This design comes from an exercise in tuning for small area, a short achievable clock period and few clock cycles on the open sky130 flow, not from production work.
In this exercise RTL edits were held to simulation tests only and were not proved equivalent to the original.
Power figures rest on the tool's default switching activity, not on a simulated workload.

$ cat design/flow/design.v
module arith(input  logic        cin,
             input  logic [31:0] A, B,
             output logic [31:0] sum);
logic [32:0] s;
assign s   = {A, 1'b1} + {B, cin};
assign sum = s[32:1];
endmodule
module comp(input  logic [31:0] A, nb,
            input  logic        s31,
            output logic        slt);
logic t31, v;
assign t31 = nb[31] ^ (&nb[30:0]);
assign v   = (~A[31] & ~t31 & s31) | (A[31] & t31 & ~s31);
assign slt = ~(&(A ^ nb)) & (s31 ^ v);
endmodule
module shift(input  logic [31:0] A,
             input  logic [4:0]  shamt,
             input  logic        left, arith,
             output logic [31:0] shl, shr);
logic [31:0]        ar, sh;
logic signed [32:0] ax;
logic [32:0]        r;
always_comb
	for (int i = 0; i < 32; i++) ar[i] = left ? A[31-i] : A[i];
assign ax = {arith & A[31], ar};
assign r  = ax >>> shamt;
assign sh = r[31:0];
always_comb
	for (int i = 0; i < 32; i++) shl[i] = sh[31-i];
assign shr = sh;
endmodule
module alu(input  logic [31:0] A, B,
           input  logic [4:0]  shamt,
           input  logic        cin, sAdd, sSlt, sAnd, sOr, sXor, sNor,
           input  logic        sSll, sSrl, sSra,
           output logic [31:0] Y);
logic [31:0] sum, shl, shr;
logic        slt;
arith xarith(cin, A, B, sum);
comp  xcomp(A, B, sum[31], slt);
shift xshift(A, shamt, sSll, sSra, shl, shr);
always_comb begin
	Y = ({32{sAdd}} & sum)
	  | ({32{sAnd}} & (A & B))
	  | ({32{sOr}}  & (A | B))
	  | ({32{sXor}} & (A ^ B))
	  | ({32{sNor}} & ~(A | B))
	  | ({32{sSll}} & shl)
	  | ({32{sSrl | sSra}} & shr)
	  | {31'b0, sSlt & slt};
end
endmodule
module ctl(input  logic [31:0] ins,
           output logic        valid,    
           output logic        usesRt,   
           output logic        imm,      
           output logic        zext,     
           output logic [4:0]  dst,      
           output logic        load, store,
           output logic        sub, sAdd, sSlt, sAnd, sOr, sXor, sNor,
           output logic        sSll, sSrl, sSra);
logic [5:0] op, fn;
logic       rtype, fadd, fsub, fand, for_, fxor, fnor, fslt, fsll, fsrl, fsra;
logic       addi, andi, ori, xori;
assign op = ins[31:26];
assign fn = ins[5:0];
assign rtype = (op == 6'b000000);
assign fadd = rtype & (fn == 6'b100000);
assign fsub = rtype & (fn == 6'b100010);
assign fand = rtype & (fn == 6'b100100);
assign for_ = rtype & (fn == 6'b100101);
assign fxor = rtype & (fn == 6'b100110);
assign fnor = rtype & (fn == 6'b100111);
assign fslt = rtype & (fn == 6'b101010);
assign fsll = rtype & (fn == 6'b000000);
assign fsrl = rtype & (fn == 6'b000010);
assign fsra = rtype & (fn == 6'b000011);
assign addi  = (op == 6'b001000);
assign andi  = (op == 6'b001100);
assign ori   = (op == 6'b001101);
assign xori  = (op == 6'b001110);
assign load  = (op == 6'b100011);
assign store = (op == 6'b101011);
assign sAdd = fadd | fsub | addi | load | store;
assign sub  = fsub | fslt;
assign sSlt = fslt;
assign sAnd = fand | andi;
assign sOr  = for_ | ori;
assign sXor = fxor | xori;
assign sNor = fnor;
assign sSll = fsll;
assign sSrl = fsrl;
assign sSra = fsra;
assign usesRt = fadd | fsub | fand | for_ | fxor | fnor | fslt | store;
assign imm    = addi | andi | ori | xori | load | store;
assign zext   = andi | ori | xori;
assign valid  = usesRt | fsll | fsrl | fsra | imm;
always_comb begin
	if (fadd | fsub | fand | for_ | fxor | fnor | fslt | fsll | fsrl | fsra)
		dst = ins[15:11];
	else if (addi | andi | ori | xori | load)
		dst = ins[20:16];
	else
		dst = 5'b0;
end
endmodule
module pc(input  logic        clk, rst, hold,
          output logic [31:0] ia);
logic [29:0] word;
always_ff @(posedge clk) begin
	if (rst)        word <= 30'b0;
	else if (!hold) word <= word + 30'd1;
end
assign ia = {word, 2'b00};
endmodule
module regfile(input  logic        clk,
               input  logic [4:0]  ra, rb,
               output logic [31:0] rda, rdb,
               input  logic [4:0]  wa,
               input  logic [31:0] wd);
logic [31:0]  r [1:31];
logic [991:0] flat;
logic [31:1]  sa, sb, sw;
dec5 deca(ra, sa);
dec5 decb(rb, sb);
dec5 decw(wa, sw);
always_ff @(posedge clk) begin
	for (int i = 1; i < 32; i++)
		if (sw[i]) r[i] <= wd;
end
always_comb
	for (int i = 1; i < 32; i++) flat[32*(i-1) +: 32] = r[i];
rdport porta(sa, flat, rda);
rdport portb(sb, flat, rdb);
endmodule
module dec5(input  logic [4:0]  a,
            output logic [31:1] sel);
always_comb
	for (int i = 1; i < 32; i++) sel[i] = (a == i[4:0]);
endmodule
module rdport(input  logic [31:1]  sel,
              input  logic [991:0] d,
              output logic [31:0]  q);
always_comb begin
	q = 32'b0;
	for (int i = 1; i < 32; i++)
		q = q | ({32{sel[i]}} & d[32*(i-1) +: 32]);
end
endmodule
module beta(    input logic clk, reset,
                input logic [31:0] id, memReadData,
                output logic [31:0] ia, memAddr, memWriteData,
                output logic MemRead, MemWrite);
logic        stall, rst;
always_ff @(posedge clk or posedge reset) begin
	if (reset) rst <= 1'b1;
	else       rst <= 1'b0;
end
logic [31:0] IR;
logic        vD;
pc pc_module(clk, rst, stall, ia);
always_ff @(posedge clk) begin
	if (rst)         vD <= 1'b0;
	else if (!stall) vD <= 1'b1;
end
always_ff @(posedge clk) begin
	if (!stall) IR <= id;
end
logic        valid, usesRt, immI, zext, load, store;
logic        sub, sAdd, sSlt, sAnd, sOr, sXor, sNor, sSll, sSrl, sSra;
logic [4:0]  dst, rs, rt;
logic [31:0] rfa, rfb, fa, fb, immval, mval, Y, wb;
logic [4:0]  dE, dM, dW;
logic        ldE, stE;
logic        hitEa, hitMa, hitWa, hitEb, hitMb, hitWb;
ctl ctl_module(IR, valid, usesRt, immI, zext, dst, load, store,
               sub, sAdd, sSlt, sAnd, sOr, sXor, sNor, sSll, sSrl, sSra);
assign rs = IR[25:21];
assign rt = IR[20:16];
regfile regfile_module(clk, rs, rt, rfa, rfb, dW, wb);
assign hitEa = (dE == rs) & (rs != 5'b0);
assign hitMa = (dM == rs) & (rs != 5'b0);
assign hitWa = (dW == rs) & (rs != 5'b0);
assign hitEb = (dE == rt) & (rt != 5'b0);
assign hitMb = (dM == rt) & (rt != 5'b0);
assign hitWb = (dW == rt) & (rt != 5'b0);
assign mval = MemRead ? memReadData : memAddr;
always_comb begin
	if (hitEa)      fa = Y;
	else if (hitMa) fa = mval;
	else if (hitWa) fa = wb;
	else            fa = rfa;
	if (hitEb)      fb = Y;
	else if (hitMb) fb = mval;
	else if (hitWb) fb = wb;
	else            fb = rfb;
end
assign immval = {zext ? 16'b0 : {16{IR[15]}}, IR[15:0]};
assign stall = vD & valid & ldE & ((dE == rs) | (usesRt & (dE == rt))) & (dE != 5'b0);
logic [31:0] A, Bop, Bv;
logic [4:0]  shE;
logic        subE, sAddE, sSltE, sAndE, sOrE, sXorE, sNorE, sSllE, sSrlE, sSraE;
always_ff @(posedge clk) begin
	A     <= fa;
	Bop   <= immI ? immval : (fb ^ {32{sub}});
	Bv    <= fb;
	shE   <= IR[10:6];
	subE  <= sub;
	sAddE <= sAdd;
	sSltE <= sSlt;
	sAndE <= sAnd;
	sOrE  <= sOr;
	sXorE <= sXor;
	sNorE <= sNor;
	sSllE <= sSll;
	sSrlE <= sSrl;
	sSraE <= sSra;
end
always_ff @(posedge clk) begin
	if (rst) begin
		dE  <= 5'b0;
		ldE <= 1'b0;
		stE <= 1'b0;
	end else begin
		dE  <= (vD & !stall) ? dst : 5'b0;
		ldE <= vD & !stall & load;
		stE <= vD & !stall & store;
	end
end
alu alu_module(A, Bop, shE, subE, sAddE, sSltE, sAndE, sOrE, sXorE, sNorE,
               sSllE, sSrlE, sSraE, Y);
always_ff @(posedge clk) begin
	memAddr      <= Y;
	memWriteData <= Bv;
end
always_ff @(posedge clk) begin
	if (rst) dM <= 5'b0;
	else     dM <= dE;
end
always_ff @(posedge clk or posedge reset) begin
	if (reset) begin
		MemRead  <= 1'b0;
		MemWrite <= 1'b0;
	end else begin
		MemRead  <= ldE;
		MemWrite <= stE;
	end
end
always_ff @(posedge clk) begin
	wb <= mval;
end
always_ff @(posedge clk) begin
	if (rst) dW <= 5'b0;
	else     dW <= dM;
end
endmodule
$ cat design/flow/flow/run.sh
#!/bin/bash
set -euo pipefail
MARGIN=$(cat flow/margin.txt)
bash standard.sh SETUP_SLACK_MARGIN=$MARGIN finish > flow_make.log 2>&1
$ cat design/flow/flow/margin.txt
9.0
$ cat design/flow/standard.sh
#!/bin/bash
# synth_recipe.tcl (not shown) runs the flow's synth.tcl, then flattens the netlist and writes it again
# the make line also repeats each setting of config.mk as NAME=value (left out here)
make -C /OpenROAD-flow-scripts/flow DESIGN_CONFIG=/design/flow/config.mk WORK_HOME=/design/flow/orfs CLKGATE_MAP_FILE= SYNTH_SCRIPT=/design/flow/synth_recipe.tcl "${@:-finish}"
$ cat design/flow/config.mk
export PLATFORM = sky130hd
export DESIGN_NAME = beta
export DESIGN_NICKNAME = beta
export VERILOG_FILES = /design/flow/design.v
export SDC_FILE = /design/flow/constraint.sdc
export NUM_CORES = 4
export LEC_CHECK = 0
export CAP_MARGIN = 20
export CORE_MARGIN = 2
export CORE_UTILIZATION = 40
export SLEW_MARGIN = 20
export SYNTH_HIERARCHICAL = 1
$ cat design/flow/constraint.sdc
create_clock -name core_clock -period 12.0 [get_ports {clk}]
set_input_delay 2.4000 -clock core_clock [delete_from_list [all_inputs] [get_ports {clk}]]
set_output_delay 2.4000 -clock core_clock [all_outputs]
set_load 0.01 [all_outputs]
==> flow_summary.yaml, run 1 <==
power:
  power_frac_clock_pct: 38.0
  p_int_mw: 8.08
  max-vdd-ir-drop_uv: 160
  swShare_pct: 27.7
  switchingPower_mw: 3.09
  leakage_nw: 26.2
  p_per_area_nw_per_um2: 149
  seqPwrFrac_pct: 45.8
  power_frac_comb_pct: 16.2
sta:
  fin_skew_ns: 0.0472
  max_slew_margin_pct: 17.2
  setup_violations: 0
  hold_viol: 0
  fmax_mhz: 261
  max_slew.worst_pin.slew_ns: 1.23
  min_period_ns: 3.83
  rsz0062_at_grt: "yes"
  slew_viol_final: 0
  setup_tns_ns: 0
  fin_crit_sh_pct: 32.0
  hold_ws_ns: 0.319
worst_setup_path:
  reg2regPathDepth: 14
  endpoint_kind: "flop"
  crit_type: "flop to flop"
  r2r_setup_slack_ns: 8.17
  cp-start-kind: "flop"
  r2r_start: "sSllE"
  endpoint: "Bop[1]"
  cp_max_fo: 6
  rr_endpoint: "Bop[1]"
  crit_arrival_ns: 4.50
  crit_required_ns: 12.66
  crit_start: "sSllE"
routing:
  ant_nets: 0
  vias: 49100
  drt_iter0_drc: 7659
  viasPerCell: 6.83
  drt_first_pass_iters: 8
  drc: 0
  totalWireLength_um: 255000
  wl_per_cell_um: 35.4
grt:
  grt_overflow: 0
  use_met2_pct: 47.6
  use_met3_pct: 9.13
  busiest_layer: "met2"
  grt_max_degree: 65
  grt_use_met1_pct: 40.9
  grt_pass1_wl_um: 347000
  antenna_found_initial: 12
  grt_usage_pct: 31.4
  grt_pass1_vias: 46500
hold_path:
  whs_path_depth: 0
  hold_class: "flop to flop"
synthesis:
  synth_ff_type: "edfxtp_1"
  syn_avg_cell_area_um2: 13.0
  synthAdderAreaFrac_pct: 2.03
  async_reset_ff_share_pct: 0.234
  synth_area_um2: 60600
  yosysWarnings: 15
  netlist_instances: 4670
  ys_seq_area_share_pct: 59.3
  synth.mux.area_fraction_pct: 4.39
  synth_top_family_by_area: "compound AO/OA/AOI/OAI gates"
  synth_compound_area_share_pct: 19.9
  synth_seq_cells: 1282
  ys_types: 110
  synth-edff-count: 1024
  synthSimpleGateAreaFrac_pct: 9.20
  synth-xor-area-share_pct: 1.55
outcome:
  run_status: "complete, no violations"
cells_and_area:
  area_growth_syn_to_layout_pct: 23.9
  instances_no_fill: 7195
  mostFrequentLayoutCell: "edfxtp_1"
  fin_area_um2: 75100
  nets: 5234
  drive_gt1_share_pct: 29.7
  layout_common_cells: "1024 x edfxtp_1, 789 x a22oi_1, 300 x buf_4"
place:
  globalplace.congestion: 1.06
  io_buffers: 161
  dp.cells: 6618
  placed_area_um2: 64600
  hpwl_um: 153000
job:
  drv_cap: 0
floorplan:
  die_w_um: 393
  start_util_pct: 40.3
  die_h_um: 393
  ios: 164
  fp-row-count: 142
  die_area_um2: 155000
  core-area_um2: 150000
clock_tree:
  clkLatencyLatePin_ns: 0.82
  root_buffer: "clkbuf_16"
  numCtsBuffers: 139
  clock-sinks: 1282
  cts_max_path_buffers: 3
  clkTransAtPathRegs_ns: 0.07
  cts_tree: "yes"
  cts-htree-levels: 4
-- routing by layer --
metal  vias up  part of all wire (%)
li1      20000                     -
met1     24700                    37
met5         -                 0.015
met2      3701                    45
met4         8                   5.8
met3       688                    13
-- synthesized netlist by cell type (10+ instances only) --
| master | number | area, um^2 |
|---|---|---|
| a22oi_1 | 831 | 6240 |
| a211oi_1 | 41 | 308 |
| nor4_1 | 14 | 87.6 |
| buf_4 | 46 | 345 |
| inv_1 | 84 | 315 |
| a21oi_1 | 58 | 290 |
| mux2_2 | 64 | 721 |
| mux2i_1 | 91 | 911 |
| edfxtp_1 | 1024 | 30700 |
| xnor2_1 | 71 | 622 |
| dfxtp_1 | 255 | 5100 |
| clkbuf_1 | 238 | 893 |
| nand2b_1 | 14 | 87.6 |
| buf_6 | 23 | 259 |
| o31ai_1 | 15 | 113 |
| and2_1 | 14 | 87.6 |
| o21ai_0 | 64 | 320 |
| or3b_1 | 15 | 131 |
| o311a_1 | 30 | 300 |
| a22o_1 | 70 | 613 |
| a21o_1 | 49 | 368 |
| a31oi_1 | 40 | 250 |
| nand2_1 | 85 | 319 |
| or3_1 | 10 | 62.6 |
| or4_1 | 77 | 578 |
| nand4_1 | 155 | 970 |
| nor3_1 | 55 | 275 |
| and3b_1 | 17 | 149 |
| buf_1 | 19 | 71.3 |
| a222oi_1 | 69 | 691 |
| a221oi_2 | 68 | 1020 |
| a221oi_1 | 28 | 245 |
| nor2_1 | 244 | 916 |
| and3_1 | 11 | 68.8 |
| buf_2 | 41 | 205 |
| mux4_2 | 31 | 698 |
| a211o_1 | 17 | 149 |
| o211a_1 | 15 | 150 |
| nand3b_1 | 12 | 90.1 |
| nor2b_1 | 49 | 307 |
| nand3_1 | 190 | 951 |
| ha_1 | 96 | 1200 |
| xor2_1 | 36 | 315 |
| o32a_1 | 34 | 340 |
-- flip-flops by register name (all words and copies together), names as in the netlist, 5 cells and up --
name and flops:
memWriteData 32, wb 32, IR 32, A 32
memAddr 32, regfile_module.r 992, dM 5, shE 5
Bop 32, pc_module.word 30, dW 5, dE 5
Bv 32
-- modules after synthesis (local to each module, per instance) --
| module | copies in the design | cells inside | flip-flops and latches | cell area (um^2) |
|---|---|---|---|---|
| alu | 1 | 310 | 0 | 2320 |
| arith | 1 | 241 | 0 | 1740 |
| beta | 1 | 921 | 260 | 10200 |
| comp | 1 | 57 | 0 | 432 |
| ctl | 1 | 54 | 0 | 369 |
| dec5 | 3 | 46 | 0 | 218 |
| pc | 1 | 169 | 30 | 1490 |
| rdport | 2 | 733 | 0 | 5340 |
| regfile | 1 | 992 | 992 | 29800 |
| shift | 1 | 322 | 0 | 2890 |
-- worst max-delay path: stages (launching register included) --
cell      delay, ns
dfxtp_4        0.43
buf_12         0.17
buf_4          0.13
mux2_4         0.34
mux2i_2        0.23
mux2i_2        0.18
mux4_2         0.51
a211o_4        0.38
a221oi_2       0.26
nand3_2        0.14
nor2_1         0.12
a31oi_1        0.12
o311a_1        0.18
mux2i_1        0.11
or3b_1         0.36
-- stage by stage --
stage | utilization (%) | power, mW | setup slack, ns
finish | 50.0 | 11.2 | 8.17
global route | 50.0 | 11.4 | 8.09
CTS | 48.8 | 11.0 | 8.21
detailed placement | 43.0 | 6.57 | 7.34
global placement | 43.0 | 6.58 | 7.33
floorplan | - | 5.96 | 8.54
-- worst min-delay path by stage --
stage	startpoint	end	slack, ns
2_1_floorplan	Bv[0]	memWriteData[0]	0.31
3_3_place_gp	Bv[8]	memWriteData[8]	0.31
3_5_place_dp	Bv[26]	memWriteData[26]	0.31
4_1_cts	Bv[9]	memWriteData[9]	0.32
5_1_grt	Bv[20]	memWriteData[20]	0.33
6_report	Bv[9]	memWriteData[9]	0.32
-- area by class of cell --
class,count,area [um^2]
clock buffers,174,3700
flip-flops and latches,1282,36300
diodes,2,5.00
fillers,12800,75000
repair buffers,625,6460
repair inverters,1,7.51
clock inverters,73,693
multi-input cells,2935,25100
well taps,2016,2520
inverters,87,337
-- cell families after synthesis --
| logic type | after synthesis |
|---|---|
| multiplexers | 203 |
| XOR/XNOR | 107 |
| other | 2 |
| adder cells (fa/ha/maj) | 98 |
| AND/OR/NAND/NOR | 1015 |
| flip-flops | 1282 |
| buffers and inverters | 458 |
| AO/OA/AOI/OAI | 1505 |
-- repair_timing --
item,in CTS,in global routing
buffers inserted,219,83
cloned,14,12
pin swaps,153,117
hold buffers,0,0
endpoints found under the setup margin,292,234
resized for setup,1116,194
-- power groups by stage --
stage                     sequential [mW]  clock, mW  combinational (mW)
final                                5.12       4.24                1.81
after global routing                 5.13       4.43                1.87
after CTS                            5.11       4.26                1.66
after detailed placement             5.22          0                1.35
after global placement               5.21          0                1.36
after floorplan                      5.14          0               0.822
Testbench counts, summed over its fixed seeds: cycles 13,274.
==> run 2, diff against run 1 <==
--- a/design/flow/design.v
+++ b/design/flow/design.v
@@ -15,19 +15,14 @@
 endmodule
 module shift(input  logic [31:0] A,
              input  logic [4:0]  shamt,
-             input  logic        left, arith,
+             input  logic        arith,
              output logic [31:0] shl, shr);
-logic [31:0]        ar, sh;
 logic signed [32:0] ax;
 logic [32:0]        r;
-always_comb
-	for (int i = 0; i < 32; i++) ar[i] = left ? A[31-i] : A[i];
-assign ax = {arith & A[31], ar};
-assign r  = ax >>> shamt;
-assign sh = r[31:0];
-always_comb
-	for (int i = 0; i < 32; i++) shl[i] = sh[31-i];
-assign shr = sh;
+assign ax  = {arith & A[31], A};
+assign r   = ax >>> shamt;
+assign shl = A << shamt;
+assign shr = r[31:0];
 endmodule
 module alu(input  logic [31:0] A, B,
            input  logic [4:0]  shamt,
@@ -38,7 +33,7 @@
 logic        slt;
 arith xarith(cin, A, B, sum);
 comp  xcomp(A, B, sum[31], slt);
-shift xshift(A, shamt, sSll, sSra, shl, shr);
+shift xshift(A, shamt, sSra, shl, shr);
 always_comb begin
 	Y = ({32{sAdd}} & sum)
 	  | ({32{sAnd}} & (A & B))
@@ -171,7 +166,7 @@
 logic [4:0]  dst, rs, rt;
 logic [31:0] rfa, rfb, fa, fb, immval, mval, Y, wb;
 logic [4:0]  dE, dM, dW;
-logic        ldE, stE;
+logic        ldE, stE, ldM;
 logic        hitEa, hitMa, hitWa, hitEb, hitMb, hitWb;
 ctl ctl_module(IR, valid, usesRt, immI, zext, dst, load, store,
                sub, sAdd, sSlt, sAnd, sOr, sXor, sNor, sSll, sSrl, sSra);
@@ -184,7 +179,7 @@
 assign hitEb = (dE == rt) & (rt != 5'b0);
 assign hitMb = (dM == rt) & (rt != 5'b0);
 assign hitWb = (dW == rt) & (rt != 5'b0);
-assign mval = MemRead ? memReadData : memAddr;
+assign mval = ldM ? memReadData : memAddr;
 always_comb begin
 	if (hitEa)      fa = Y;
 	else if (hitMa) fa = mval;
@@ -234,8 +229,13 @@
 	memWriteData <= Bv;
 end
 always_ff @(posedge clk) begin
-	if (rst) dM <= 5'b0;
-	else     dM <= dE;
+	if (rst) begin
+		dM  <= 5'b0;
+		ldM <= 1'b0;
+	end else begin
+		dM  <= dE;
+		ldM <= ldE;
+	end
 end
 always_ff @(posedge clk or posedge reset) begin
 	if (reset) begin
==> design/flow/flow/margin.txt (replaced) <==
8.6
==> flow_summary.yaml, run 2 <==
cells_and_area:
  fin_util_pct: 47.9
  area_growth_syn_to_layout_pct: 19.3
  regMostFlops: "regfile_module.r"
  layout_common_cells: "1024 x edfxtp_1, 833 x a22oi_1, 262 x buf_4"
  nFillCells: 13400
  mostFrequentLayoutCell: "edfxtp_1"
  drive_gt1_share_pct: 25.3
  largest_register_ffs: 992
  nets: 5205
worst_setup_path:
  reg2regPathDepth: 17
  max_stage_delay_ns: 0.39
  endpoint_kind: "flop"
  crit_buf_inv: 3
  crit_required_ns: 12.67
  r2r_start: "Bop[0]"
  crit_arrival_ns: 4.45
  path_cells: "fa_2, a21o_1, a221oi_4, buf_6, o31ai_4, buf_6, nor3b_4, buf_4, o21ai_0, xor2_1, a22oi_1, nand3_2, nor2_1, a31oi_1, o311a_1, mux2i_1, or3b_1"
  crit_type: "flop to flop"
  r2r_setup_slack_ns: 8.21
  crit_family: "compound AO/OA/AOI/OAI gates"
  rr_endpoint: "Bop[15]"
  slowest_stage: "fa_2"
  critical-path-top-cell-by-count: "buf_6"
  cp_max_fo: 3
  cp-start-kind: "flop"
routing:
  vias: 48400
  viasPerCell: 6.73
  wl_per_cell_um: 33.1
  drt_first_pass_iters: 9
  drc: 0
  ant_nets: 0
  drt_iter0_drc: 7781
  totalWireLength_um: 238000
grt:
  grt_usage_pct: 29.2
  grt_pass1_vias: 45600
  grt_pass1_wl_um: 334000
  antenna_found_initial: 13
  grt_max_degree: 65
  grt_overflow: 0
clock_tree:
  numCtsBuffers: 137
  cts_hold_buf: 0
  cts_max_path_buffers: 3
  clkLatencyLatePin_ns: 0.81
  clkTransAtPathRegs_ns: 0.06
  clock-sinks: 1283
  cts-htree-levels: 4
  cts_tree: "yes"
  root_buffer: "clkbuf_16"
power:
  max-vdd-ir-drop_uv: 102
  power_frac_comb_pct: 16.0
  power_frac_clock_pct: 37.4
  leakage_nw: 25.6
  switchingPower_mw: 3.03
  p_per_area_nw_per_um2: 150
  seqPwrFrac_pct: 46.6
  swShare_pct: 27.5
  p_int_mw: 7.99
sta:
  max_slew_margin_pct: 30.8
  hold_viol: 0
  hold_ws_ns: 0.325
  setup_violations: 0
  max_slew.worst_pin.slew_ns: 1.04
  fmax_mhz: 264
  min_period_ns: 3.79
  fin_skew_ns: 0.0422
  slew_viol_final: 0
  rsz0062_at_grt: "yes"
  setup_tns_ns: 0
  fin_crit_sh_pct: 31.5
synthesis:
  synth_ff_type: "edfxtp_1"
  synth_top_area_share_pct: 49.9
  yosysWarnings: 14
  synth_area_um2: 61600
  netlist_top_cells_area: "edfxtp_1 50%, a22oi_1 10%, dfxtp_1 8.3%, mux4_2 2.5%, ha_1 1.9%"
  synth_most_common_cell: "edfxtp_1"
  ys_types: 109
  syn_avg_cell_area_um2: 12.9
  synth_commonest_cells: "1024 x edfxtp_1, 844 x a22oi_1, 268 x nor2_1, 256 x dfxtp_1, 249 x clkbuf_1"
  synth-edff-count: 1024
  yosysTopAreaCell: "edfxtp_1"
  async_reset_ff_share_pct: 0.234
  ys_seq_area_share_pct: 58.3
  synth_seq_cells: 1283
  netlist_instances: 4781
job:
  drv_cap: 0
hold_path:
  hold_class: "flop to flop"
  min_to: "memWriteData[16]"
  whs_path_depth: 0
  hold_start: "Bv[16]"
floorplan:
  start_util_pct: 40.2
  die_h_um: 397
  ios: 164
  fp-row-count: 144
  die_area_um2: 157000
  core-area_um2: 154000
  die_w_um: 397
place:
  hpwl_um: 149000
  io_buffers: 161
  globalplace.congestion: 0.995
outcome:
  run_status: "complete, no violations"
-- run 2: power groups by stage --
stage	Combinational [mW]	Clock (mW)	Sequential (mW)
floorplan	0.896	0	5.15
global placement	1.45	0	5.23
detailed placement	1.44	0	5.24
CTS	1.66	4.17	5.13
global route	1.83	4.33	5.15
finish	1.76	4.13	5.14
-- run 2: how the worst max path moves through the flow --
| stage | cells past startpoint | slack [ns] | end | from |
|---|---|---|---|---|
| 2_1_floorplan | 4 | 8.54 | Bop[16] | memReadData[16] |
| 3_3_place_gp | 12 | 7.48 | Bop[4] | shE[1] |
| 3_5_place_dp | 12 | 7.36 | Bop[4] | shE[1] |
| 4_1_cts | 19 | 8.24 | Bop[0] | Bop[0] |
| 5_1_grt | 17 | 8.07 | Bop[15] | Bop[0] |
| 6_report | 17 | 8.21 | Bop[15] | Bop[0] |
-- run 2: metrics by stage --
step / instance area, um^2 / setup slack, ns / power, mW / std cells
floorplan: 61800 / 8.54 / 6.04 / 4782
global placement: 65800 / 7.48 / 6.68 / 6764
detailed placement: 65800 / 7.36 / 6.68 / 6764
CTS: 72800 / 8.24 / 11.0 / 7156
global route: 73500 / 8.07 / 11.3 / 7189
finish: 73500 / 8.21 / 11.0 / 7193
-- run 2: area by class of cell --
class	instances	area, um^2	area share, %
repair buffers	486	4700	6.40
inverters	86	324	0.441
clock buffers	181	3740	5.09
multi-input cells	3048	25300	34.4
flip-flops and latches	1283	36300	49.4
diodes	5	12.5	0.0170
clock inverters	60	543	0.739
well taps	2044	2560	3.48
-- run 2: cell families (layout without fill, tap and decap cells) --
logic type | after synthesis | in the layout | synth area share [%]
buffers and inverters | 451 | 813 | 3.38
XOR/XNOR | 106 | 106 | 1.51
AND/OR/NAND/NOR | 1061 | 1061 | 9.38
other | 2 | 8 | 0.0122
flip-flops | 1283 | 1283 | 58.3
adder cells (fa/ha/maj) | 98 | 98 | 2.00
AO/OA/AOI/OAI | 1545 | 1545 | 20.1
multiplexers | 235 | 235 | 5.34
-- run 2: modules after synthesis, one instance, submodules excluded --
module | cell area [um^2] | flops+latches | times used
regfile | 29800 | 992 | 1
beta | 10200 | 261 | 1
rdport | 5340 | 0 | 2
shift | 3940 | 0 | 1
alu | 2320 | 0 | 1
arith | 1740 | 0 | 1
pc | 1490 | 30 | 1
comp | 432 | 0 | 1
ctl | 369 | 0 | 1
dec5 | 218 | 0 | 3
-- run 2: what timing repair did --
action,CTS,global route
resized for setup,886,103
gates cloned,10,1
pin swaps,94,58
setup endpoints to repair,277,187
buffers inserted,141,31
-- run 2: metal layers --
metal | up-vias | global-route usage, % | part of all wire, % | wire [um]
met5 | - | 0 | 0 | 0
li1 | 20300 | - | - | -
met1 | 24300 | 39.5 | 39 | 92700
met4 | 0 | 12.0 | 4.5 | 10600
met2 | 3318 | 45.0 | 45 | 108000
met3 | 532 | 6.78 | 11 | 27100
-- run 2: worst register-to-register path, stage by stage, from the launching register on --
cell and delay, ns:
dfxtp_4 0.35, fa_2 0.39, a21o_1 0.20, a221oi_4 0.29, buf_6 0.15, o31ai_4 0.07
buf_6 0.14, nor3b_4 0.27, buf_4 0.19, o21ai_0 0.11, xor2_1 0.18, a22oi_1 0.20
nand3_2 0.14, nor2_1 0.15, a31oi_1 0.13, o311a_1 0.18, mux2i_1 0.14, or3b_1 0.36
Testbench counts of run 2, summed over its fixed seeds: cycles 13,274.
==> run 3, diff against run 2 <==
--- a/design/flow/design.v
+++ b/design/flow/design.v
@@ -164,7 +164,8 @@
 logic        valid, usesRt, immI, zext, load, store;
 logic        sub, sAdd, sSlt, sAnd, sOr, sXor, sNor, sSll, sSrl, sSra;
 logic [4:0]  dst, rs, rt;
-logic [31:0] rfa, rfb, fa, fb, immval, mval, Y, wb;
+logic [31:0] rfa, rfb, fa, fb, faE, fbE, bop, immval, mval, Y, wb;
+logic        selEa, selMa, selOa, selEb, selMb, selOb;
 logic [4:0]  dE, dM, dW;
 logic        ldE, stE, ldM;
 logic        hitEa, hitMa, hitWa, hitEb, hitMb, hitWb;
@@ -181,15 +182,24 @@
 assign hitWb = (dW == rt) & (rt != 5'b0);
 assign mval = ldM ? memReadData : memAddr;
 always_comb begin
-	if (hitEa)      fa = Y;
-	else if (hitMa) fa = mval;
-	else if (hitWa) fa = wb;
-	else            fa = rfa;
-	if (hitEb)      fb = Y;
-	else if (hitMb) fb = mval;
-	else if (hitWb) fb = wb;
-	else            fb = rfb;
-end
+	if (hitMa)      faE = memAddr;
+	else if (hitWa) faE = wb;
+	else            faE = rfa;
+	if (hitMb)      fbE = memAddr;
+	else if (hitWb) fbE = wb;
+	else            fbE = rfb;
+end
+assign selEa = hitEa;
+assign selMa = ~hitEa & hitMa & ldM;
+assign selOa = ~hitEa & ~(hitMa & ldM);
+assign selEb = hitEb;
+assign selMb = ~hitEb & hitMb & ldM;
+assign selOb = ~hitEb & ~(hitMb & ldM);
+fwd fwda(selEa, selMa, selOa, Y, memReadData, faE, fa);
+fwd fwdb(selEb, selMb, selOb, Y, memReadData, fbE, fb);
+fwd fwdo(selEb & ~immI, selMb & ~immI, selOb | immI,
+         Y ^ {32{sub}}, memReadData ^ {32{sub}},
+         immI ? immval : (fbE ^ {32{sub}}), bop);
 assign immval = {zext ? 16'b0 : {16{IR[15]}}, IR[15:0]};
 assign stall = vD & valid & ldE & ((dE == rs) | (usesRt & (dE == rt))) & (dE != 5'b0);
 logic [31:0] A, Bop, Bv;
@@ -197,7 +207,7 @@
 logic        subE, sAddE, sSltE, sAndE, sOrE, sXorE, sNorE, sSllE, sSrlE, sSraE;
 always_ff @(posedge clk) begin
 	A     <= fa;
-	Bop   <= immI ? immval : (fb ^ {32{sub}});
+	Bop   <= bop;
 	Bv    <= fb;
 	shE   <= IR[10:6];
 	subE  <= sub;
@@ -254,3 +264,8 @@
 	else     dW <= dM;
 end
 endmodule
+module fwd(input  logic        sE, sM, sO,
+           input  logic [31:0] e, m, o,
+           output logic [31:0] q);
+assign q = ({32{sE}} & e) | ({32{sM}} & m) | ({32{sO}} & o);
+endmodule
==> design/flow/flow/run.sh (replaced) <==
#!/bin/bash
set -euo pipefail
MARGIN=$(cat flow/margin.txt)
bash standard.sh SETUP_SLACK_MARGIN=$MARGIN \
  "BUFFER_PORTS_ARGS=-buffer_cell sky130_fd_sc_hd__buf_4" \
  finish > flow_make.log 2>&1
--- a/design/flow/config.mk
+++ b/design/flow/config.mk
@@ -7,6 +7,8 @@
 export LEC_CHECK = 0
 export CAP_MARGIN = 20
 export CORE_MARGIN = 2
-export CORE_UTILIZATION = 40
+export CORE_UTILIZATION = 55
+export CTS_CLUSTER_DIAMETER = 60
+export CTS_CLUSTER_SIZE = 24
 export SLEW_MARGIN = 20
 export SYNTH_HIERARCHICAL = 1
==> flow_summary.yaml, run 3 <==
outcome:
  run_status: "complete, no violations"
power:
  leakage_nw: 26.5
  finalPower_mw: 10.6
  p_per_area_nw_per_um2: 142
  max-vdd-ir-drop_uv: 157
sta:
  max_slew_margin_pct: 5.13
  slew_viol_final: 0
  fin_crit_sh_pct: 31.1
  fin_skew_ns: 0.0619
  max_slew.worst_pin.slew_ns: 1.42
  hold_viol: 0
  setup_violations: 0
  min_period_ns: 3.73
  rsz0062_at_grt: "yes"
  setup_tns_ns: 0
  fmax_mhz: 268
hold_path:
  hold_class: "flop to flop"
place:
  globalplace.congestion: 0.995
  hpwl_um: 149000
  placed_area_um2: 65500
  io_buffers: 161
job:
  drv_cap: 0
worst_setup_path:
  cp-start-kind: "flop"
  crit_type: "flop to flop"
  cp_max_fo: 5
  endpoint_kind: "flop"
  crit_required_ns: 12.60
  crit_arrival_ns: 4.33
  r2r_setup_slack_ns: 8.27
clock_tree:
  clkLatencyLatePin_ns: 0.77
  cts_tree: "yes"
  numCtsBuffers: 105
  root_buffer: "clkbuf_16"
  clkTransAtPathRegs_ns: 0.08
  cts-htree-levels: 3
  cts_max_path_buffers: 3
  clock-sinks: 1283
synthesis:
  netlist_top_cells_area: "edfxtp_1 49%, a22oi_1 10%, dfxtp_1 8.2%, a222oi_1 2.7%, mux4_2 2.4%"
  netlist_instances: 4920
  ys_seq_area_share_pct: 57.5
  syn_avg_cell_area_um2: 12.7
  synth_area_um2: 62500
  synth_commonest_cells: "1024 x edfxtp_1, 841 x a22oi_1, 256 x dfxtp_1, 238 x clkbuf_1, 222 x nor2_1"
  synth_top_area_share_pct: 49.2
  synth-edff-count: 1024
  synth_ff_type: "edfxtp_1"
  ys_types: 109
  synth_most_common_cell: "edfxtp_1"
  synth_seq_cells: 1283
  yosysWarnings: 14
  yosysTopAreaCell: "edfxtp_1"
  async_reset_ff_share_pct: 0.234
grt:
  grt_pass1_wl_um: 346000
  antenna_found_initial: 14
  grt_max_degree: 82
  grt_usage_pct: 41.3
  grt_pass1_vias: 47700
  grt_overflow: 0
routing:
  wl_per_cell_um: 36.5
  drt_first_pass_iters: 9
  totalWireLength_um: 249000
  drt_iter0_drc: 9303
  ant_nets: 0
  drc: 0
  vias: 51100
  viasPerCell: 7.50
cells_and_area:
  nets: 5386
  mostFrequentLayoutCell: "edfxtp_1"
  drive_gt1_share_pct: 27.7
  fin_util_pct: 66.2
  regMostFlops: "regfile_module.r"
  area_growth_syn_to_layout_pct: 19.2
  layout_common_cells: "1024 x edfxtp_1, 807 x a22oi_1, 335 x buf_4"
  largest_register_ffs: 992
  fin_area_um2: 74500
  nFillCells: 8384
floorplan:
  core-area_um2: 113000
  die_h_um: 341
  fp-row-count: 123
  ios: 164
  die_area_um2: 116000
  die_w_um: 341
  start_util_pct: 55.5
run 3: cell types whose count changed in the layout (fill, tap and decap cells not counted), sizes merged, moves of 34 or more:
cell / previous run / this run
buf: 414 / 557
inv: 95 / 225
a222oi: 70 / 166
xor2: 36 / 102
clkdlybuf4s50: 65 / 0
clkbuf: 183 / 119
nand2: 90 / 140
nor3: 61 / 16
nor2: 269 / 225
o21ai: 70 / 105
a211oi: 51 / 17
run 3: worst max-delay path: stages, from the launching register on:
cell       delay, ns
edfxtp_1        0.54
or2_4           0.28
buf_12          0.13
buf_6           0.09
nor2_4          0.04
buf_12          0.14
buf_12          0.13
buf_4           0.15
buf_6           0.11
a22oi_2         0.14
nand4_1         0.37
or4_4           0.57
a2bb2oi_4       0.18
nor2_1          0.08
a222oi_1        0.49
inv_1           0.13
run 3: logic make-up after synthesis:
logic type	after synthesis	synth area share [%]
AND/OR/NAND/NOR	987	8.49
XOR/XNOR	169	2.37
adder cells (fa/ha/maj)	98	1.97
flip-flops	1283	57.5
multiplexers	236	5.29
buffers and inverters	555	4.07
other	2	0.0120
AO/OA/AOI/OAI	1590	20.3
run 3: area by class of cell:
cell class,instances,area (um^2),share of cell area [%]
Antenna cell,2,5.00,0.00672
Sequential cell,1283,36300,48.8
Clock inverter,88,1090,1.47
Tap cell,1500,1880,2.52
Inverter,182,687,0.922
Clock buffer,111,2690,3.61
Timing Repair Buffer,566,5710,7.66
Timing Repair inverter,1,5.00,0.00672
Multi-Input combinational cell,3084,26100,35.0
run 3: repair_timing:
item                       4_1_cts  5_1_grt
pin swaps                       95      140
setup endpoints to repair      221      224
resized for setup              545      233
hold endpoints to repair         0        0
gates cloned                     8        9
hold buffers                     0        0
buffers inserted               166       70
run 3: where the power goes:
part | internal [mW] | switching, mW | total (mW) | leakage [nW]
registers | 4.91 | 0.177 | 5.09 | 11.7
logic | 0.719 | 1.01 | 1.73 | 13.0
clock network | 1.86 | 1.90 | 3.76 | 1.83
run 3: path summary, 6_finish.rpt:
path	start	end	cells past startpoint
setup / recovery	IR[20]	Bv[6]	15
hold / removal	Bv[26]	memWriteData[26]	0
setup reg to reg	IR[20]	Bv[6]	15
hold reg to reg	Bv[26]	memWriteData[26]	0
max in group asynchronous	reset	rst	2
min in group asynchronous	reset	MemWrite	2
run 3: routing by layer:
| metal | wire length [um] | vias up | part of all wire (%) | GRT usage, % |
|---|---|---|---|---|
| met3 | 34800 | 796 | 14 | 12.9 |
| met1 | 90600 | 25400 | 36 | 55.2 |
| met5 | 89 | - | 0.036 | 0 |
| met4 | 13300 | 12 | 5.4 | 18.7 |
| met2 | 110000 | 4166 | 44 | 62.0 |
| li1 | - | 20800 | - | - |
run 3: per-stage QoR:
stage | setup slack, ns | cells | hold slack [ns]
3_3_place_gp | 7.51 | 6363 | 0.310
5_1_grt | 8.12 | 6815 | 0.331
2_1_floorplan | 8.60 | 4921 | 0.310
4_1_cts | 8.27 | 6736 | 0.325
3_5_place_dp | 7.47 | 6363 | 0.312
6_report | 8.27 | 6817 | 0.322
run 3: modules after synthesis (local to each module, per instance):
| module | cell area, um^2 | times used | cells inside |
|---|---|---|---|
| rdport | 5340 | 2 | 733 |
| pc | 1490 | 1 | 169 |
| ctl | 369 | 1 | 54 |
| dec5 | 218 | 3 | 46 |
| beta | 9590 | 1 | 843 |
| comp | 432 | 1 | 57 |
| alu | 2320 | 1 | 310 |
| arith | 1740 | 1 | 241 |
| fwd | 504 | 3 | 73 |
| regfile | 29800 | 1 | 992 |
| shift | 3940 | 1 | 431 |
Testbench counts of run 3, summed over its fixed seeds: cycles 13,274.
==> run 4, diff against run 3 <==
--- a/design/flow/design.v
+++ b/design/flow/design.v
@@ -1,17 +1,14 @@
 module arith(input  logic        cin,
              input  logic [31:0] A, B,
-             output logic [31:0] sum);
+             output logic [31:0] sum,
+             output logic        slt);
 logic [32:0] s;
+logic        t31, v;
 assign s   = {A, 1'b1} + {B, cin};
 assign sum = s[32:1];
-endmodule
-module comp(input  logic [31:0] A, nb,
-            input  logic        s31,
-            output logic        slt);
-logic t31, v;
-assign t31 = nb[31] ^ (&nb[30:0]);
-assign v   = (~A[31] & ~t31 & s31) | (A[31] & t31 & ~s31);
-assign slt = ~(&(A ^ nb)) & (s31 ^ v);
+assign t31 = B[31] ^ (&B[30:0]);
+assign v   = (~A[31] & ~t31 & sum[31]) | (A[31] & t31 & ~sum[31]);
+assign slt = ~(&(A ^ B)) & (sum[31] ^ v);
 endmodule
 module shift(input  logic [31:0] A,
              input  logic [4:0]  shamt,
@@ -28,21 +25,20 @@
            input  logic [4:0]  shamt,
            input  logic        cin, sAdd, sSlt, sAnd, sOr, sXor, sNor,
            input  logic        sSll, sSrl, sSra,
-           output logic [31:0] Y);
-logic [31:0] sum, shl, shr;
-logic        slt;
-arith xarith(cin, A, B, sum);
-comp  xcomp(A, B, sum[31], slt);
+           output logic [31:0] sum,
+           output logic        slt,
+           output logic [31:0] Yo, Y);
+logic [31:0] shl, shr;
+arith xarith(cin, A, B, sum, slt);
 shift xshift(A, shamt, sSra, shl, shr);
 always_comb begin
-	Y = ({32{sAdd}} & sum)
-	  | ({32{sAnd}} & (A & B))
-	  | ({32{sOr}}  & (A | B))
-	  | ({32{sXor}} & (A ^ B))
-	  | ({32{sNor}} & ~(A | B))
-	  | ({32{sSll}} & shl)
-	  | ({32{sSrl | sSra}} & shr)
-	  | {31'b0, sSlt & slt};
+	Yo = ({32{sAnd}} & (A & B))
+	   | ({32{sOr}}  & (A | B))
+	   | ({32{sXor}} & (A ^ B))
+	   | ({32{sNor}} & ~(A | B))
+	   | ({32{sSll}} & shl)
+	   | ({32{sSrl | sSra}} & shr);
+	Y = ({32{sAdd}} & sum) | {31'b0, sSlt & slt} | Yo;
 end
 endmodule
 module ctl(input  logic [31:0] ins,
@@ -165,7 +161,9 @@
 logic        sub, sAdd, sSlt, sAnd, sOr, sXor, sNor, sSll, sSrl, sSra;
 logic [4:0]  dst, rs, rt;
 logic [31:0] rfa, rfb, fa, fb, faE, fbE, bop, immval, mval, Y, wb;
-logic        selEa, selMa, selOa, selEb, selMb, selOb;
+logic        selSa, selTa, selYa, selMa, selOa, selSb, selTb, selYb, selMb, selOb;
+logic        np, nn, slt;
+logic [31:0] sum, Yo;
 logic [4:0]  dE, dM, dW;
 logic        ldE, stE, ldM;
 logic        hitEa, hitMa, hitWa, hitEb, hitMb, hitWb;
@@ -189,17 +187,23 @@
 	else if (hitWb) fbE = wb;
 	else            fbE = rfb;
 end
-assign selEa = hitEa;
+assign selSa = hitEa & sAddE;
+assign selTa = hitEa & sSltE;
+assign selYa = hitEa & ~sAddE & ~sSltE;
 assign selMa = ~hitEa & hitMa & ldM;
 assign selOa = ~hitEa & ~(hitMa & ldM);
-assign selEb = hitEb;
+assign selSb = hitEb & sAddE;
+assign selTb = hitEb & sSltE;
+assign selYb = hitEb & ~sAddE & ~sSltE;
 assign selMb = ~hitEb & hitMb & ldM;
 assign selOb = ~hitEb & ~(hitMb & ldM);
-fwd fwda(selEa, selMa, selOa, Y, memReadData, faE, fa);
-fwd fwdb(selEb, selMb, selOb, Y, memReadData, fbE, fb);
-fwd fwdo(selEb & ~immI, selMb & ~immI, selOb | immI,
-         Y ^ {32{sub}}, memReadData ^ {32{sub}},
-         immI ? immval : (fbE ^ {32{sub}}), bop);
+assign np = ~immI & ~sub;
+assign nn = ~immI & sub;
+fwd fwda(selSa, selTa, selYa, selMa, selOa, sum, slt, Yo, memReadData, faE, fa);
+fwd fwdb(selSb, selTb, selYb, selMb, selOb, sum, slt, Yo, memReadData, fbE, fb);
+fwdx fwdo(selSb & np, selSb & nn, selTb & np, selTb & nn, selYb & np, selYb & nn,
+          selMb & np, selMb & nn, selOb | immI,
+          sum, slt, Yo, memReadData, immI ? immval : (fbE ^ {32{sub}}), bop);
 assign immval = {zext ? 16'b0 : {16{IR[15]}}, IR[15:0]};
 assign stall = vD & valid & ldE & ((dE == rs) | (usesRt & (dE == rt))) & (dE != 5'b0);
 logic [31:0] A, Bop, Bv;
@@ -233,7 +237,7 @@
 	end
 end
 alu alu_module(A, Bop, shE, subE, sAddE, sSltE, sAndE, sOrE, sXorE, sNorE,
-               sSllE, sSrlE, sSraE, Y);
+               sSllE, sSrlE, sSraE, sum, slt, Yo, Y);
 always_ff @(posedge clk) begin
 	memAddr      <= Y;
 	memWriteData <= Bv;
@@ -264,8 +268,22 @@
 	else     dW <= dM;
 end
 endmodule
-module fwd(input  logic        sE, sM, sO,
-           input  logic [31:0] e, m, o,
+module fwd(input  logic        sS, sT, sY, sM, sO,
+           input  logic [31:0] s,
+           input  logic        t,
+           input  logic [31:0] y, m, o,
            output logic [31:0] q);
-assign q = ({32{sE}} & e) | ({32{sM}} & m) | ({32{sO}} & o);
-endmodule
+assign q = ({32{sS}} & s) | {31'b0, sT & t} | ({32{sY}} & y)
+         | ({32{sM}} & m) | ({32{sO}} & o);
+endmodule
+module fwdx(input  logic        sSp, sSn, sTp, sTn, sYp, sYn, sMp, sMn, sO,
+            input  logic [31:0] s,
+            input  logic        t,
+            input  logic [31:0] y, m, o,
+            output logic [31:0] q);
+assign q = ({32{sSp}} & s) | ({32{sSn}} & ~s)
+         | {31'b0, sTp & t} | {{31{sTn}}, sTn & ~t}
+         | ({32{sYp}} & y) | ({32{sYn}} & ~y)
+         | ({32{sMp}} & m) | ({32{sMn}} & ~m)
+         | ({32{sO}} & o);
+endmodule
==> flow_summary.yaml, run 4 <==
outcome:
  run_status: "complete, no violations"
place:
  dp.cells: 6465
  dp_slack_ns: 7.84
  placed_area_um2: 66100
  hpwl_um: 170000
  globalplace.congestion: 1.01
  io_buffers: 161
synthesis:
  synthSimpleGateAreaFrac_pct: 9.18
  async_reset_ff_share_pct: 0.234
  synth.mux.area_fraction_pct: 6.43
  synth_seq_cells: 1283
  synth_top_family_by_area: "compound AO/OA/AOI/OAI gates"
  synth-edff-count: 1024
  synth-xor-area-share_pct: 1.01
  yosysTopAreaCell: "edfxtp_1"
  synth_top_area_share_pct: 48.7
  netlist_top_cells_area: "edfxtp_1 49%, a22oi_1 11%, dfxtp_1 8.1%, mux2i_1 3.6%, mux4_2 2.4%"
  synth_most_common_cell: "edfxtp_1"
  syn_avg_cell_area_um2: 12.5
  synth_commonest_cells: "1024 x edfxtp_1, 916 x a22oi_1, 256 x dfxtp_1, 232 x clkbuf_1, 227 x mux2i_1"
  synth_compound_area_share_pct: 20.4
  yosysWarnings: 14
  ys_seq_area_share_pct: 57.0
  synthAdderAreaFrac_pct: 1.95
  synth_area_um2: 63100
  ys_types: 111
  netlist_instances: 5032
  synth_ff_type: "edfxtp_1"
worst_setup_path:
  endpoint_kind: "output port"
  crit_type: "flop to output port"
  max_stage_delay_ns: 0.44
  slowest_stage: "dfxtp_4"
  crit_required_ns: 9.60
  crit_arrival_ns: 1.33
  cp_max_fo: 2
  path_cells: "buf_6"
  cp-start-kind: "flop"
  crit_buf_inv: 1
  crit_family: "flip-flops"
cells_and_area:
  mostFrequentLayoutCell: "edfxtp_1"
  register_area_um2: 36300
  instances_no_fill: 6914
  fin_util_pct: 65.2
  regMostFlops: "regfile_module.r"
  nets: 5460
  fin_area_um2: 74300
  area_growth_syn_to_layout_pct: 17.8
  nFillCells: 8549
  layout_common_cells: "1024 x edfxtp_1, 881 x a22oi_1, 358 x buf_4"
  multiInputGateArea_um2: 26200
  drive_gt1_share_pct: 25.2
  largest_register_ffs: 992
sta:
  max_slew_margin_pct: 20.6
  fmax_mhz: 268
  fin_skew_ns: 0.0551
  max_slew.worst_pin.slew_ns: 1.19
  min_period_ns: 3.73
  rsz0062_at_grt: "yes"
  setup_tns_ns: 0
  hold_viol: 0
  fin_crit_sh_pct: 31.1
  worst_slack_ns: 8.27
  slew_viol_final: 0
  setup_violations: 0
floorplan:
  fp-row-count: 124
  core-area_um2: 114000
  die_w_um: 343
  die_h_um: 343
  ios: 164
  die_area_um2: 117000
  start_util_pct: 55.3
grt:
  grt_max_degree: 97
  grt_pass1_vias: 49900
  grt_usage_pct: 45.4
  grt_overflow: 0
  antenna_found_initial: 18
  grt_pass1_wl_um: 377000
routing:
  drc: 0
  drt_iter0_drc: 11000
  ant_nets: 0
  viasPerCell: 7.81
  wl_per_cell_um: 40.4
  totalWireLength_um: 279000
  drt_first_pass_iters: 10
  vias: 54000
clock_tree:
  cts_max_path_buffers: 3
  clkLatencyLatePin_ns: 0.78
  root_buffer: "clkbuf_16"
  clkTransAtPathRegs_ns: 0.09
  cts-htree-levels: 3
  clock-sinks: 1283
  cts_hold_buf: 0
  numCtsBuffers: 110
  cts_tree: "yes"
power:
  leakage_nw: 25.9
  p_per_area_nw_per_um2: 145
  max-vdd-ir-drop_uv: 135
hold_path:
  hold_class: "flop to flop"
job:
  drv_cap: 0
-- run 4: cell count changes in the layout (fill, tap and decap cells not counted), sizes merged, moves of 36 or more --
cell	delta
a222oi	-65
a22oi	+75
a32o	+64
inv	-62
mux2	-48
mux2i	+129
nand2	+74
nand4	+65
xnor2	-36
xor2	-60
-- run 4: per-module statistics from Yosys (local to each module, per instance), excerpt --
module / cells / area (um^2) / times used / flops+latches
alu: 323 / 2350 / 1 / 0
arith: 239 / 1800 / 1 / 0
ctl: 54 / 369 / 1 / 0
dec5: 46 / 218 / 3 / 0
fwd: 108 / 682 / 2 / 0
pc: 169 / 1490 / 1 / 30
rdport: 733 / 5340 / 2 / 0
regfile: 992 / 29800 / 1 / 992
shift: 431 / 3940 / 1 / 0
-- run 4: worst paths after layout --
path                            start               end  slack, ns  depth (start not counted)
max                        memAddr[0]        memAddr[0]       8.27                          1
min                            Bv[13]  memWriteData[13]       0.31                          0
max reg2reg                    IR[22]             A[21]       8.47                         14
min reg2reg                    Bv[13]  memWriteData[13]       0.31                          0
max in group asynchronous       reset               rst      10.27                          2
min in group asynchronous       reset          MemWrite       1.51                          2
-- run 4: metal layers --
layer  vias to the layer above  GRT usage (%)  wire, um
met3                      1151           16.5     44000
li1                      21200              -         -
met1                     26500           58.9     96100
met5                         -          0.441       423
met4                        26           28.5     21000
met2                      5095           64.7    118000
-- run 4: stage by stage --
| stage | total power, mW | hold slack (ns) |
|---|---|---|
| after floorplan | 6.01 | 0.310 |
| after global placement | 6.62 | 0.311 |
| after detailed placement | 6.63 | 0.312 |
| after CTS | 10.6 | 0.322 |
| after global routing | 11.0 | 0.329 |
| final | 10.8 | 0.315 |
-- run 4: cells by family after synthesis --
group / count (synthesis)
AOI/OAI and AO/OA: 1656
xor gates and xnor gates: 73
and+or+nand+nor: 1078
other: 2
DFF: 1283
adders and majority gates: 98
buffers and inverters: 525
muxes: 317
-- run 4: area by class of cell --
type                            instances  area share [%]
Sequential cell                      1283            48.8
Clock inverter                         91            1.62
Timing Repair inverter                  1         0.00674
Inverter                              125           0.640
Antenna cell                            7          0.0236
Clock buffer                          119            3.86
Multi-Input combinational cell       3226            35.3
Tap cell                             1512            2.55
Timing Repair Buffer                  550            7.19
-- run 4: timing repair --
item	in CTS	in global routing
pin swaps	36	119
gates cloned	2	10
hold endpoints to repair	0	0
setup endpoints to repair	224	192
resized for setup	342	257
setup buffers	131	89
-- run 4: where the power goes --
group / leakage, nW / switching (mW) / internal [mW]
registers: 11.7 / 0.221 / 4.91
clock network: 1.95 / 1.98 / 1.98
logic: 12.2 / 1.01 / 0.657
total: 25.9 / 3.21 / 7.55
Testbench counts of run 4, summed over its fixed seeds: cycles 13,274.
==> run 5, diff against run 4 <==
--- a/design/flow/design.v
+++ b/design/flow/design.v
@@ -160,32 +160,26 @@
 logic        valid, usesRt, immI, zext, load, store;
 logic        sub, sAdd, sSlt, sAnd, sOr, sXor, sNor, sSll, sSrl, sSra;
 logic [4:0]  dst, rs, rt;
-logic [31:0] rfa, rfb, fa, fb, faE, fbE, bop, immval, mval, Y, wb;
+logic [31:0] rfa, rfb, fa, fb, faE, fbE, bop, immval, mval, Y;
 logic        selSa, selTa, selYa, selMa, selOa, selSb, selTb, selYb, selMb, selOb;
 logic        np, nn, slt;
 logic [31:0] sum, Yo;
-logic [4:0]  dE, dM, dW;
+logic [4:0]  dE, dM;
 logic        ldE, stE, ldM;
-logic        hitEa, hitMa, hitWa, hitEb, hitMb, hitWb;
+logic        hitEa, hitMa, hitEb, hitMb;
 ctl ctl_module(IR, valid, usesRt, immI, zext, dst, load, store,
                sub, sAdd, sSlt, sAnd, sOr, sXor, sNor, sSll, sSrl, sSra);
 assign rs = IR[25:21];
 assign rt = IR[20:16];
-regfile regfile_module(clk, rs, rt, rfa, rfb, dW, wb);
+regfile regfile_module(clk, rs, rt, rfa, rfb, dM, mval);
 assign hitEa = (dE == rs) & (rs != 5'b0);
 assign hitMa = (dM == rs) & (rs != 5'b0);
-assign hitWa = (dW == rs) & (rs != 5'b0);
 assign hitEb = (dE == rt) & (rt != 5'b0);
 assign hitMb = (dM == rt) & (rt != 5'b0);
-assign hitWb = (dW == rt) & (rt != 5'b0);
 assign mval = ldM ? memReadData : memAddr;
 always_comb begin
-	if (hitMa)      faE = memAddr;
-	else if (hitWa) faE = wb;
-	else            faE = rfa;
-	if (hitMb)      fbE = memAddr;
-	else if (hitWb) fbE = wb;
-	else            fbE = rfb;
+	faE = hitMa ? memAddr : rfa;
+	fbE = hitMb ? memAddr : rfb;
 end
 assign selSa = hitEa & sAddE;
 assign selTa = hitEa & sSltE;
@@ -260,13 +254,6 @@
 		MemWrite <= stE;
 	end
 end
-always_ff @(posedge clk) begin
-	wb <= mval;
-end
-always_ff @(posedge clk) begin
-	if (rst) dW <= 5'b0;
-	else     dW <= dM;
-end
 endmodule
 module fwd(input  logic        sS, sT, sY, sM, sO,
            input  logic [31:0] s,
--- a/design/flow/config.mk
+++ b/design/flow/config.mk
@@ -12,3 +12,4 @@
 export CTS_CLUSTER_SIZE = 24
 export SLEW_MARGIN = 20
 export SYNTH_HIERARCHICAL = 1
+export TNS_END_PERCENT = 10
==> flow_summary.yaml, run 5 <==
routing:
  viasPerCell: 7.54
  drt_first_pass_iters: 10
  wl_per_cell_um: 36.8
  ant_nets: 0
  vias: 49900
  drc: 0
  totalWireLength_um: 244000
  drt_iter0_drc: 8649
worst_setup_path:
  cp_max_fo: 1
  crit_type: "flop to output port"
  crit_required_ns: 9.60
  crit_buf_inv: 1
  max_stage_delay_ns: 0.45
  cp-start-kind: "flop"
  r2r_start: "IR[19]"
  crit_family: "flip-flops"
  path_cells: "buf_6"
  slowest_stage: "dfxtp_4"
  crit_start: "memWriteData[28]"
  endpoint_kind: "output port"
  crit_arrival_ns: 1.32
grt:
  grt_usage_pct: 41.1
  grt_overflow: 0
  grt_pass1_wl_um: 342000
  antenna_found_initial: 13
  grt_pass1_vias: 45900
  grt_max_degree: 72
synthesis:
  synth_most_common_cell: "edfxtp_1"
  yosysTopAreaCell: "edfxtp_1"
  synth_area_um2: 61700
  netlist_instances: 4931
  syn_avg_cell_area_um2: 12.5
  synth-edff-count: 1024
  synth_top_area_share_pct: 49.9
  ys_types: 110
  ys_seq_area_share_pct: 57.1
  synth_ff_type: "edfxtp_1"
  synth_commonest_cells: "1024 x edfxtp_1, 916 x a22oi_1, 266 x nand2_1, 229 x clkbuf_1, 220 x nand4_1"
  async_reset_ff_share_pct: 0.241
  synth_seq_cells: 1246
  yosysWarnings: 14
  netlist_top_cells_area: "edfxtp_1 50%, a22oi_1 11%, dfxtp_1 7.1%, mux2i_1 2.6%, mux4_2 2.5%"
cells_and_area:
  regMostFlops: "regfile_module.r"
  fin_util_pct: 62.9
  mostFrequentLayoutCell: "edfxtp_1"
  area_growth_syn_to_layout_pct: 13.1
  layout_common_cells: "1024 x edfxtp_1, 916 x a22oi_1, 338 x buf_4"
  fin_area_um2: 69800
  nets: 5199
  drive_gt1_share_pct: 21.2
  largest_register_ffs: 992
sta:
  fmax_mhz: 269
  setup_violations: 0
  hold_viol: 0
  max_slew.worst_pin.slew_ns: 1.04
  setup_tns_ns: 0
  min_period_ns: 3.72
  max_slew_margin_pct: 30.0
  fin_crit_sh_pct: 31.0
  slew_viol_final: 0
  worst_slack_ns: 8.28
  fin_skew_ns: 0.0463
  hold_ws_ns: 0.328
  rsz0062_at_grt: "yes"
floorplan:
  die_h_um: 339
  fp-row-count: 122
  die_w_um: 339
  die_area_um2: 115000
  ios: 164
  start_util_pct: 55.6
  core-area_um2: 111000
job:
  drv_cap: 0
clock_tree:
  clock-sinks: 1246
  cts_max_path_buffers: 3
  numCtsBuffers: 108
  clkTransAtPathRegs_ns: 0.07
  cts_tree: "yes"
  cts-htree-levels: 3
  clkLatencyLatePin_ns: 0.77
  root_buffer: "clkbuf_16"
  cts_hold_buf: 0
power:
  max-vdd-ir-drop_uv: 151
  leakage_nw: 24.4
  p_per_area_nw_per_um2: 149
place:
  globalplace.congestion: 1.02
  dp_slack_ns: 7.99
  placed_area_um2: 64500
  io_buffers: 161
  hpwl_um: 155000
outcome:
  run_status: "complete, no violations"
hold_path:
  hold_start: "Bv[16]"
  hold_class: "flop to flop"
==> run 5: cell count changes in the layout (fill, tap and decap cells not counted), sizes merged, moves of 37 or more <==
| cell | before | now |
|---|---|---|
| a32o | 65 | 1 |
| buf | 541 | 373 |
| dfxtp | 256 | 219 |
| mux2 | 22 | 86 |
| mux2i | 227 | 163 |
| nand2 | 214 | 267 |
| o21ai | 127 | 80 |
==> run 5: layer usage <==
| metal | GRT usage (%) | wire, um |
|---|---|---|
| met3 | 9.91 | 32300 |
| met5 | 0 | 67 |
| met1 | 56.3 | 90200 |
| met4 | 22.4 | 16100 |
| met2 | 60.5 | 105000 |
==> run 5: worst reg2reg max path, delay by kind of cell, from the launching register on <==
family | cells | cell delay (ns)
AND/OR/NAND/NOR | 7 | 1.98
AO/OA/AOI/OAI | 2 | 0.54
flip-flops | 1 | 0.51
buffers and inverters | 2 | 0.50
==> run 5: final cells by class <==
class | count | area [um^2]
Clock buffer | 116 | 2810
Fill cell | 8490 | 41200
Multi-Input combinational cell | 3213 | 25000
Sequential cell | 1246 | 35400
Timing Repair Buffer | 373 | 3010
Inverter | 94 | 357
Tap cell | 1488 | 1860
Antenna cell | 6 | 15.0
Clock inverter | 89 | 1220
==> run 5: worst paths after layout <==
kind / endpoint / cells past startpoint / slack [ns]
max: memWriteData[28] / 1 / 8.28
min: memWriteData[16] / 0 / 0.33
max reg2reg: Bop[15] / 11 / 8.40
min reg2reg: memWriteData[16] / 0 / 0.33
max in group asynchronous: rst / 2 / 10.29
min in group asynchronous: MemWrite / 2 / 1.50
==> run 5: report_power, final <==
| part | total (mW) | switching [mW] | leakage [nW] | internal (mW) |
|---|---|---|---|---|
| registers | 4.92 | 0.150 | 11.4 | 4.77 |
| logic | 1.55 | 0.971 | 11.1 | 0.576 |
| clock network | 3.90 | 1.93 | 1.93 | 1.97 |
| total | 10.4 | 3.05 | 24.4 | 7.31 |
==> run 5: repair_timing <==
action                                  in CTS  in global routing
gates resized for setup                    120                121
setup buffers                               24                 36
gates cloned                                 1                  1
endpoints found under the setup margin     219                210
pin swaps                                    3                 18
endpoints found under the hold margin        0                  0
==> run 5: cell families after synthesis <==
family,after synthesis,synth area share [%]
buffers and inverters,475,3.66
muxes,317,6.71
DFF,1246,57.1
AOI/OAI and AO/OA,1499,19.1
adders and majority gates,98,2.00
other,2,0.0122
and+or+nand+nor,1231,10.5
xor gates and xnor gates,63,0.895
==> run 5: metrics by stage <==
stage	std cells	total power, mW
2_1_floorplan	4932	5.83
3_5_place_dp	6352	6.42
6_report	6625	10.4
4_1_cts	6582	10.3
3_3_place_gp	6352	6.41
5_1_grt	6620	10.6
==> run 5: per-module statistics from Yosys (local to each module, per instance) <==
module / cell area, um^2 / cells
ctl: 369 / 54
regfile: 29800 / 992
beta: 7770 / 717
arith: 1800 / 239
rdport: 5340 / 733
shift: 3940 / 431
fwd: 682 / 108
fwdx: 1460 / 186
pc: 1490 / 169
alu: 2350 / 323
dec5: 218 / 46
Testbench counts of run 5, summed over its fixed seeds: cycles 13,274.
==> run 6, diff against run 5 <==
==> design/flow/flow/run.sh (replaced) <==
#!/bin/bash
set -euo pipefail
MARGIN=$(cat flow/margin.txt)
bash standard.sh SETUP_SLACK_MARGIN=$MARGIN \
  "BUFFER_PORTS_ARGS=-buffer_cell sky130_fd_sc_hd__buf_2" \
  finish > flow_make.log 2>&1
==> design/flow/flow/margin.txt (replaced) <==
8.35
--- a/design/flow/config.mk
+++ b/design/flow/config.mk
@@ -8,7 +8,7 @@
 export CAP_MARGIN = 20
 export CORE_MARGIN = 2
 export CORE_UTILIZATION = 55
-export CTS_CLUSTER_DIAMETER = 60
+export CTS_CLUSTER_DIAMETER = 100
 export CTS_CLUSTER_SIZE = 24
 export SLEW_MARGIN = 20
 export SYNTH_HIERARCHICAL = 1
==> flow_summary.yaml, run 6 <==
outcome:
  run_status: "complete, no violations"
cells_and_area:
  largest_register_ffs: 992
  drive_gt1_share_pct: 17.7
  regMostFlops: "regfile_module.r"
  area_growth_syn_to_layout_pct: 7.74
  layout_common_cells: "1024 x edfxtp_1, 916 x a22oi_1, 265 x nand2_1"
  multiInputGateArea_um2: 24800
  nFillCells: 8911
  register_area_um2: 35400
  nets: 5114
  fin_util_pct: 59.9
  mostFrequentLayoutCell: "edfxtp_1"
clock_tree:
  clkLatencyLatePin_ns: 0.77
  cts_tree: "yes"
  clock-sinks: 1246
  clkTransAtPathRegs_ns: 0.11
  numCtsBuffers: 59
  cts-htree-levels: 2
  cts_max_path_buffers: 3
  root_buffer: "clkbuf_16"
synthesis:
  ys_types: 110
  yosysTopAreaCell: "edfxtp_1"
  synth-edff-count: 1024
  async_reset_ff_share_pct: 0.241
  netlist_top_cells_area: "edfxtp_1 50%, a22oi_1 11%, dfxtp_1 7.1%, mux2i_1 2.6%, mux4_2 2.5%"
  synth_seq_cells: 1246
  syn_avg_cell_area_um2: 12.5
  synth_top_area_share_pct: 49.9
  synth_most_common_cell: "edfxtp_1"
  ys_seq_area_share_pct: 57.1
  synth_area_um2: 61700
  yosysWarnings: 14
  synth_commonest_cells: "1024 x edfxtp_1, 916 x a22oi_1, 266 x nand2_1, 229 x clkbuf_1, 220 x nand4_1"
  synth_ff_type: "edfxtp_1"
  netlist_instances: 4931
floorplan:
  die_w_um: 339
  start_util_pct: 55.6
  ios: 164
  core-area_um2: 111000
  die_area_um2: 115000
  die_h_um: 339
  fp-row-count: 122
sta:
  fmax_mhz: 270
  setup_tns_ns: 0
  fin_skew_ns: 0.0707
  max_slew_margin_pct: 31.9
  slew_viol_final: 0
  hold_viol: 0
  max_slew.worst_pin.slew_ns: 1.02
  min_period_ns: 3.71
  rsz0062_at_grt: "yes"
  setup_violations: 0
  fin_crit_sh_pct: 30.9
routing:
  drc: 0
  vias: 48700
  viasPerCell: 7.52
  totalWireLength_um: 238000
  wl_per_cell_um: 36.7
  drt_iter0_drc: 7839
  ant_nets: 0
  drt_first_pass_iters: 12
grt:
  grt_pass1_wl_um: 335000
  antenna_found_initial: 21
  grt_usage_pct: 40.2
  grt_overflow: 0
  grt_pass1_vias: 45100
  grt_max_degree: 97
power:
  leakage_nw: 23.0
  p_per_area_nw_per_um2: 132
  max-vdd-ir-drop_uv: 144
worst_setup_path:
  crit_arrival_ns: 1.31
  slowest_stage: "dfxtp_4"
  cp-start-kind: "flop"
  cp_max_fo: 2
  path_cells: "buf_6"
  crit_start: "memAddr[30]"
  max_stage_delay_ns: 0.44
  crit_type: "flop to output port"
  crit_required_ns: 9.60
  endpoint_kind: "output port"
  r2r_setup_slack_ns: 8.30
  crit_buf_inv: 1
  crit_family: "flip-flops"
  r2r_start: "IR[19]"
place:
  io_buffers: 161
  globalplace.congestion: 1.04
  hpwl_um: 154000
hold_path:
  hold_start: "Bv[2]"
  hold_class: "flop to flop"
job:
  drv_cap: 0
run 6: cell counts after synthesis:
No cell type changed its count.
run 6: timing repair:
item / CTS / global route
setup endpoints to repair: 139 / 153
setup buffers: 14 / 21
pin swaps: 1 / 5
resized for setup: 114 / 48
hold buffers: 0 / 0
run 6: layer usage:
layer / track usage [%] / wire (um) / up-vias
met5: 0 / 70 / -
met4: 24.5 / 17400 / 12
met3: 8.76 / 28500 / 684
met2: 59.6 / 104000 / 3676
met1: 54.4 / 88200 / 24200
li1: - / - / 20100
run 6: path summary, 6_finish.rpt:
check | to | depth (start not counted)
max reg2reg | Bop[18] | 10
max in group asynchronous | rst | 2
min | memWriteData[2] | 0
min in group asynchronous | MemRead | 2
max | memAddr[30] | 1
min reg2reg | memWriteData[2] | 0
run 6: per-module statistics from Yosys (local to each module, per instance), a selection:
| module | flip-flops and latches | area (um^2) | cells | times used |
|---|---|---|---|---|
| shift | 0 | 3940 | 431 | 1 |
| fwd | 0 | 682 | 108 | 2 |
| rdport | 0 | 5340 | 733 | 2 |
| alu | 0 | 2350 | 323 | 1 |
| dec5 | 0 | 218 | 46 | 3 |
| fwdx | 0 | 1460 | 186 | 1 |
| pc | 30 | 1490 | 169 | 1 |
| ctl | 0 | 369 | 54 | 1 |
| beta | 224 | 7770 | 717 | 1 |
run 6: cell families after synthesis:
family / share of synthesized area [%]
muxes: 6.71
xor gates and xnor gates: 0.895
other: 0.0122
DFF: 57.1
AOI/OAI and AO/OA: 19.1
adders and majority gates: 2.00
and+or+nand+nor: 10.5
buffers and inverters: 3.66
run 6: layout make-up:
class                      count  share of cell area [%]
inverter                      94                   0.531
clock buffer                  90                    2.44
clock inverter                 6                   0.194
timing repair buffer         339                    3.42
antenna                        9                  0.0339
sequential                  1246                    53.3
multi-input combinational   3211                    37.3
tap                         1488                    2.80
run 6: stage by stage:
| step | setup WS, ns | hold slack [ns] | cells | total power [mW] | instance area (um^2) |
|---|---|---|---|---|---|
| CTS | 8.27 | 0.332 | 6453 | 8.69 | 66100 |
| floorplan | 8.69 | 0.310 | 4932 | 5.83 | 61700 |
| global placement | 8.10 | 0.311 | 6343 | 6.37 | 64000 |
| global route | 8.26 | 0.337 | 6478 | 8.99 | 66400 |
| finish | 8.29 | 0.332 | 6483 | 8.75 | 66400 |
| detailed placement | 8.04 | 0.312 | 6343 | 6.38 | 64000 |
run 6: where the power goes:
group | internal, mW | total [mW] | switching [mW]
Sequential | 4.77 | 4.94 | 0.167
Combinational | 0.521 | 1.45 | 0.926
Clock | 0.957 | 2.37 | 1.41
Total | 6.25 | 8.75 | 2.51

Setup slack of run 6, layout unchanged: 8.291 ns with ideal ports, 8.211 ns with driving cells assumed (clock clkbuf_16, inputs buf_2), 8.303 ns with port delays also shifted by the 0.815 ns mid clock arrival.
